From an optimization exercise on the open Yosys and OpenROAD flow, aimed at small area, a short achievable clock period and few clock cycles; shortcuts taken in it are not production practice. In this exercise RTL edits were held to simulation tests only and were not proved equivalent to the original. No activity file was given, so power comes from the tool's default toggle rates.

**design/flow/design.v**
```verilog
module mul (
    input wire clk,
    input wire rst_n,
    input wire [32-1:0] multiplicand_i,   
    input wire [32-1:0] multiplier_i,     
    input wire                       valid_in,         
    input wire                       ctrl_ready_i,     
    input wire [                3:0] op_i,             
    input wire [ 5-1:0] reg_waddr_i,     
    input wire [3-1:0] commit_id_i,     
    output reg [32-1:0] result_o,         
    output reg                       valid_o,          
    output reg [ 5-1:0] reg_waddr_o,     
    output reg [3-1:0] commit_id_o      
);
    wire                       pipeline_enable = ctrl_ready_i;
    reg  [                3:0] op_s1;
    reg  [32-1:0] abs_multiplicand_s1;
    reg  [32-1:0] abs_multiplier_s1;
    reg                        result_sign_s1;
    reg [15:0] a_low_s1, a_high_s1;
    reg [15:0] b_low_s1, b_high_s1;
    reg valid_s1;
    reg [ 5-1:0] reg_waddr_s1;
    reg [3-1:0] commit_id_s1;
    reg [3:0] op_s2;
    reg result_sign_s2;
    reg [31:0] mul_blk_s2[0:3];
    reg valid_s2;
    reg [ 5-1:0] reg_waddr_s2;
    reg [3-1:0] commit_id_s2;
    wire mcand_signed = (op_i == 4'b0001) || (op_i == 4'b0010) || (op_i == 4'b0100);
    wire mplier_signed = (op_i == 4'b0001) || (op_i == 4'b0010);
    wire both_unsigned = (op_i == 4'b1000);
    wire mcand_is_neg = mcand_signed && multiplicand_i[32-1];
    wire mplier_is_neg = mplier_signed && multiplier_i[32-1];
    wire [32-1:0] mcand_tmp  = both_unsigned ? multiplicand_i : (mcand_is_neg ? -multiplicand_i : multiplicand_i);
    wire [32-1:0] mplier_tmp = both_unsigned ? multiplier_i   : (mplier_is_neg ? -multiplier_i : multiplier_i);
    always @(posedge clk) begin
        if (!rst_n) begin
            op_s1                                      <= 4'h0;
            abs_multiplicand_s1                        <= 32'h0;
            abs_multiplier_s1                          <= 32'h0;
            result_sign_s1                             <= 1'b0;
            {a_low_s1, a_high_s1, b_low_s1, b_high_s1} <= 0;
            valid_s1                                   <= 1'b0;
            reg_waddr_s1                               <= {5{1'b0}};
            commit_id_s1                               <= {3{1'b0}};
        end else if (pipeline_enable) begin
            op_s1 <= op_i;
            abs_multiplicand_s1 <= mcand_tmp;
            abs_multiplier_s1 <= mplier_tmp;
            result_sign_s1 <= both_unsigned ? 1'b0 : ((mcand_is_neg ^ mplier_is_neg) && (mcand_signed || mplier_signed));
            a_low_s1 <= mcand_tmp[15:0];
            a_high_s1 <= mcand_tmp[31:16];
            b_low_s1 <= mplier_tmp[15:0];
            b_high_s1 <= mplier_tmp[31:16];
            valid_s1 <= valid_in;
            reg_waddr_s1 <= reg_waddr_i;
            commit_id_s1 <= commit_id_i;
        end
    end
    always @(posedge clk) begin
        if (!rst_n) begin
            op_s2          <= 4'h0;
            result_sign_s2 <= 1'b0;
            mul_blk_s2[0]  <= 32'b0;
            mul_blk_s2[1]  <= 32'b0;
            mul_blk_s2[2]  <= 32'b0;
            mul_blk_s2[3]  <= 32'b0;
            valid_s2       <= 1'b0;
            reg_waddr_s2   <= {5{1'b0}};
            commit_id_s2   <= {3{1'b0}};
        end else if (pipeline_enable) begin
            op_s2          <= op_s1;
            result_sign_s2 <= result_sign_s1;
            mul_blk_s2[0]  <= a_low_s1 * b_low_s1;
            mul_blk_s2[1]  <= a_high_s1 * b_low_s1;
            mul_blk_s2[2]  <= a_low_s1 * b_high_s1;
            mul_blk_s2[3]  <= a_high_s1 * b_high_s1;
            valid_s2       <= valid_s1;
            reg_waddr_s2   <= reg_waddr_s1;
            commit_id_s2   <= commit_id_s1;
        end
    end
    always @(posedge clk) begin
        if (!rst_n) begin
            result_o <= 32'h0;
            valid_o  <= 1'b0;
            reg_waddr_o <= {5{1'b0}};
            commit_id_o <= {3{1'b0}};
        end else if (pipeline_enable) begin
            logic [2*32-1:0] final_result;
            final_result = {32'b0, mul_blk_s2[0]} +
                          ({16'b0, mul_blk_s2[1], 16'b0}) +
                          ({16'b0, mul_blk_s2[2], 16'b0}) +
                          ({mul_blk_s2[3], 32'b0});
            if (op_s2 != 4'b1000) begin
                final_result = result_sign_s2 ? -final_result : final_result;
            end
            case (op_s2)
                4'b0001: result_o <= final_result[32-1:0];   
                4'b0010:
                result_o <= final_result[2*32-1:32];   
                4'b0100:
                result_o <= final_result[2*32-1:32];   
                4'b1000:
                result_o <= final_result[2*32-1:32];   
                default: result_o <= final_result[32-1:0];
            endcase
            valid_o <= valid_s2;
            reg_waddr_o <= reg_waddr_s2;
            commit_id_o <= commit_id_s2;
        end
    end
endmodule
```
**design/flow/run.sh**
```bash
#!/bin/bash
# synth_recipe.tcl (not shown) runs the flow's synth.tcl, then flattens the netlist and writes it again
# the make line also repeats each setting of config.mk as NAME=value (left out here)
make -C /OpenROAD-flow-scripts/flow DESIGN_CONFIG=/design/flow/config.mk WORK_HOME=/design/flow/orfs CLKGATE_MAP_FILE= SYNTH_SCRIPT=/design/flow/synth_recipe.tcl finish
```
**design/flow/config.mk**
```make
export PLATFORM = sky130hd
export DESIGN_NAME = mul
export DESIGN_NICKNAME = mul
export VERILOG_FILES = /design/flow/design.v
export SDC_FILE = /design/flow/constraint.sdc
export NUM_CORES = 4
export LEC_CHECK = 0
export CAP_MARGIN = 20
export CORE_MARGIN = 2
export CORE_UTILIZATION = 40
export PLACE_DENSITY = 0.65
export SLEW_MARGIN = 20
```
**design/flow/constraint.sdc**
```tcl
create_clock -name core_clock -period 10.0 [get_ports {clk}]
set_input_delay 2.0000 -clock core_clock [delete_from_list [all_inputs] [get_ports {clk}]]
set_output_delay 2.0000 -clock core_clock [all_outputs]
set_load 0.01 [all_outputs]
```
==> notes.md <==
report_power, final:
group	total (W)	switching, W	internal, W
registers	0.00139	0.000201	0.00119
clock network	0.00142	0.000564	0.000855
logic	0.00411	0.00256	0.00155
total	0.00692	0.00333	0.00359
layout by cell type, fill, tap and decap left out, drive strengths merged, types with 133 or more instances in the layout:
master,instances
ha,451
inv,943
a21oi,196
nand2,765
nor2b,140
and2,491
xnor2,144
o21ai,147
dfxtp,261
fa,809
nor2,133
layout make-up:
| type | instances | area [µm²] |
|---|---|---|
| Timing Repair Buffer | 204 | 1840 |
| Clock inverter | 16 | 293 |
| Antenna cell | 1 | 2.50 |
| Fill cell | 12036 | 68600 |
| Inverter | 939 | 3520 |
| Tap cell | 1625 | 2030 |
| Sequential cell | 261 | 5230 |
| Multi-Input combinational cell | 4116 | 38900 |
| Clock buffer | 46 | 977 |
stage by stage:
stage / power, W / setup slack [ns] / hold slack [ns] / area, µm² / cells
2_1_floorplan: 0.00415 / 3.43 / 0.450 / 48800 / 5621
3_3_place_gp: 0.00546 / 2.53 / 0.426 / 51500 / 7145
3_5_place_dp: 0.00550 / 2.45 / 0.431 / 51600 / 7145
4_1_cts: 0.00696 / 2.43 / 0.440 / 52800 / 7207
5_1_grt: 0.00744 / 1.92 / 0.468 / 52800 / 7207
6_report: 0.00692 / 2.38 / 0.438 / 52800 / 7208
registers in the layout, summed over array words and instances, names as in the netlist, 3 cells and up:
| signal | flops |
|---|---|
| a_high_s1 | 16 |
| a_low_s1 | 16 |
| b_high_s1 | 16 |
| b_low_s1 | 16 |
| commit_id_o | 3 |
| commit_id_s1 | 3 |
| commit_id_s2 | 3 |
| mul_blk_s2 | 128 |
| op_s1 | 4 |
| op_s2 | 4 |
| reg_waddr_o | 5 |
| reg_waddr_s1 | 5 |
| reg_waddr_s2 | 5 |
| result_o | 32 |
logic make-up after synthesis:
| kind of cell | Yosys count | synth area share, % |
|---|---|---|
| DFF | 261 | 10.7 |
| muxes | 121 | 2.49 |
| buffers and inverters | 1244 | 9.60 |
| AOI/OAI and AO/OA | 691 | 9.52 |
| adders and majority gates | 1260 | 44.7 |
| xor gates and xnor gates | 248 | 4.45 |
| and+or+nand+nor | 1796 | 18.5 |
layer usage:
layer / GRT usage, % / part of all wire (%) / vias up
met4: 11.5 / 5.8 / 0
met3: 2.48 / 5.5 / 261
met1: 27.7 / 40 / 19167
li1: - / - / 17466
met5: 0 / 0 / -
met2: 37.2 / 48 / 1117
critical path, stage by stage (launching register included):
cell      delay [ns]
dfxtp_1         1.04
buf_4           0.37
nand2_1         0.10
fa_1            0.51
fa_1            0.54
inv_1           0.05
fa_1            0.48
fa_1            0.51
fa_1            0.49
inv_1           0.05
fa_1            0.47
inv_1           0.04
ha_1            0.33
nand3_1         0.10
or3_1           0.38
a211o_1         0.31
a311oi_1        0.54
or3_1           0.24
a31o_2          0.19
a211oi_1        0.09
o21ai_0         0.24
o21ai_0         0.15
xor2_1          0.16
o21ai_0         0.14
worst min path at each step:
stage | cells after the start | start | endpoint | slack, ns
after floorplan | 2 | result_sign_s1 | result_sign_s1 | 0.45
after global placement | 2 | result_o[27] | result_o[27] | 0.43
after detailed placement | 2 | result_o[27] | result_o[27] | 0.43
after CTS | 2 | result_o[9] | result_o[9] | 0.44
after global routing | 2 | result_o[16] | result_o[16] | 0.47
final | 2 | result_o[9] | result_o[9] | 0.44
==> notes.md <==
The number of distinct library cells after synthesis was 93; the count of yosys warnings during synthesis was 2. Setup violations remaining at the end of the flow were counted as 0. The shortest clock period the worst path allows after layout came out at 7.62 ns. The termination of the worst setup path was mul_blk_s2[2][29]. When the netlist entered floorplanning its net count stood at 6961. In this run the biggest area consumer among cell types represents 33.2% of the synthesized area.

Sorting the synthesized cells by how often they occur yields inv_1, fa_1, nand2_1. The via count of the first global-routing pass came out at 39187. Synthesis inferred 261 register bits. Power spread over the standard cell area amounts to 131 mW/mm². The post-detailed-route via-to-cell ratio works out to 5.27.

The path category of the worst min-delay check was reg -> reg. The post-cts hold buffer count is 0, and the maximum fanout along the worst path is 20. The tools report the startpoint type of the worst setup path as a register. The startpoint of the worst-slack reg-to-reg timing path was b_high_s1[2]. The timing-limited maximum frequency was 131 MHz.

From left edge to right edge, the die measures 353 µm. Synthesis produced 5621 cells. Capturing element type of the critical path: a register. The wire length of the first global-routing pass was 218000 µm. Ranked by total cell area, the synthesized netlist is headed by fa_1, ha_1, dfxtp_1. The first detailed-routing pass ran for 8 iterations. The tools report the net total in the final layout as 6897.

The post-route netlist has 3.40% of its cells at a drive strength greater than 1. The buffer levels on the longest clock path was 3. On the final layout, the worst clock skew is 0.0181 ns. The tools report the total wirelength of the detailed-routed design as 137000 µm. Clock-pin slew was measured on the worst setup and hold paths at 0.06 ns.

The tree is rooted in a clkbuf_16. The critical path data required time was 10.48 ns; the share of flip-flops with an asynchronous set or reset was 0%. The die covers 0.125 mm². In the routed design, unresolved DRC markers number 0. The mean routed wirelength per cell was 19.0 µm. The most frequently used flop master after synthesis was dfxtp_1. Entering global routing, the biggest net connects 113 pins. Remaining global-route overflow: 0. Setup repair after global routing left no endpoint under its margin. The slew at the pin closest to its max-slew limit came out at 1.17 ns.

For this design the top-level I/O count stands at 121. The synthesized netlist occupies a cell area of 0.0488 mm². The share of the Yosys chip area taken by registers is 10.7%.

The run gives 2 as the deepest level of the CTS H-tree. The share of the cycle needed by the critical path after routing came out at 76.2%. The synthesis-to-layout area growth was 8.25%; the internal reg-to-reg setup slack was 2.38 ns. The chip height works out to 353 µm.

Worst setup path startpoint: b_high_s1[2]. Global routing used 22.0% of the available tracks across all layers. The clock latency on the worst-skew pair is 0.58 ns. Once the clock tree was built, the setup fixing pass inserted 0 buffers. A synthesized cell averages 8.68 µm².

fa_1 takes more of the synthesized area than any other cell. The number of I/O port buffers works out to 120. The max-slew violation total from the final report was 0. The floorplan has 128 rows. The startpoint-to-endpoint class of the critical path was reg -> reg. Measured against its own limit, the worst slew margin works out to 21.1%.

The detail route stage leaves a number of antenna-violating nets equal to 0. Across all layers, the routed design uses 38011 vias. For the arrival time at the worst endpoint, the log shows 8.10 ns.

The flow ran to the end and the layout has no timing, DRC or antenna violations. Routability-driven placement finished with a final weighted congestion of 0.908. For this design the static power due to leakage is 25.9 nW. For this design, the sink count on the clock tree is 261.

In this run the critical register-to-register path is captured at mul_blk_s2[2][29]. Max-cap violations in this run came to 0. The synthesized design contains 0 enable-type register cells. TritonCTS built the clock tree. The leading cell type by number of instances after synthesis was inv_1. The count of instances resized after the clock tree is built was 0; the starting utilization of the core area was 40.2%. The placed wire-length estimate after detailed placement is 108000 µm. After the first detailed-routing iteration, the DRC count stood at 2339. The number of antenna violations at the first check in global routing is 1, and the cell depth of the worst flop-to-flop path is 23. The logs give 0 for the final-report hold violation count and 35 for the TritonCTS buffer count.

Cells fill 43.5% of the core in the end. The maximum resistive drop on vdd is 0.000104 V. The logs give 0.121 mm² for the area of the core and 0 ns for the sum of negative setup slack.

separate check: timing with driven ports:
Ports are ideal in the flow. The routed layout listed here was re-timed in OpenROAD. Step 1: set_driving_cell puts a clkbuf_16 on clk and a buf_2 on each other input, an assumption about the parent block. Step 2 also shifts input and output timing later by t, the mid clock arrival at the registers, as if the neighbouring blocks saw the same clock. Three values: ideal, step 1, step 2; two values: the first two.
shift t [ns]: 0.634
setup WS [ns]: 2.381 / 2.381 / 2.381
worst setup path after step 2: register to register
worst slew at a driven data input, ns: 0.19
pins driven straight from the clock port: 1
After both steps setup and hold are still met in this run. For this run, drivers alone change the setup slack by 0.000 ns; drivers and shift together by 0.000 ns.
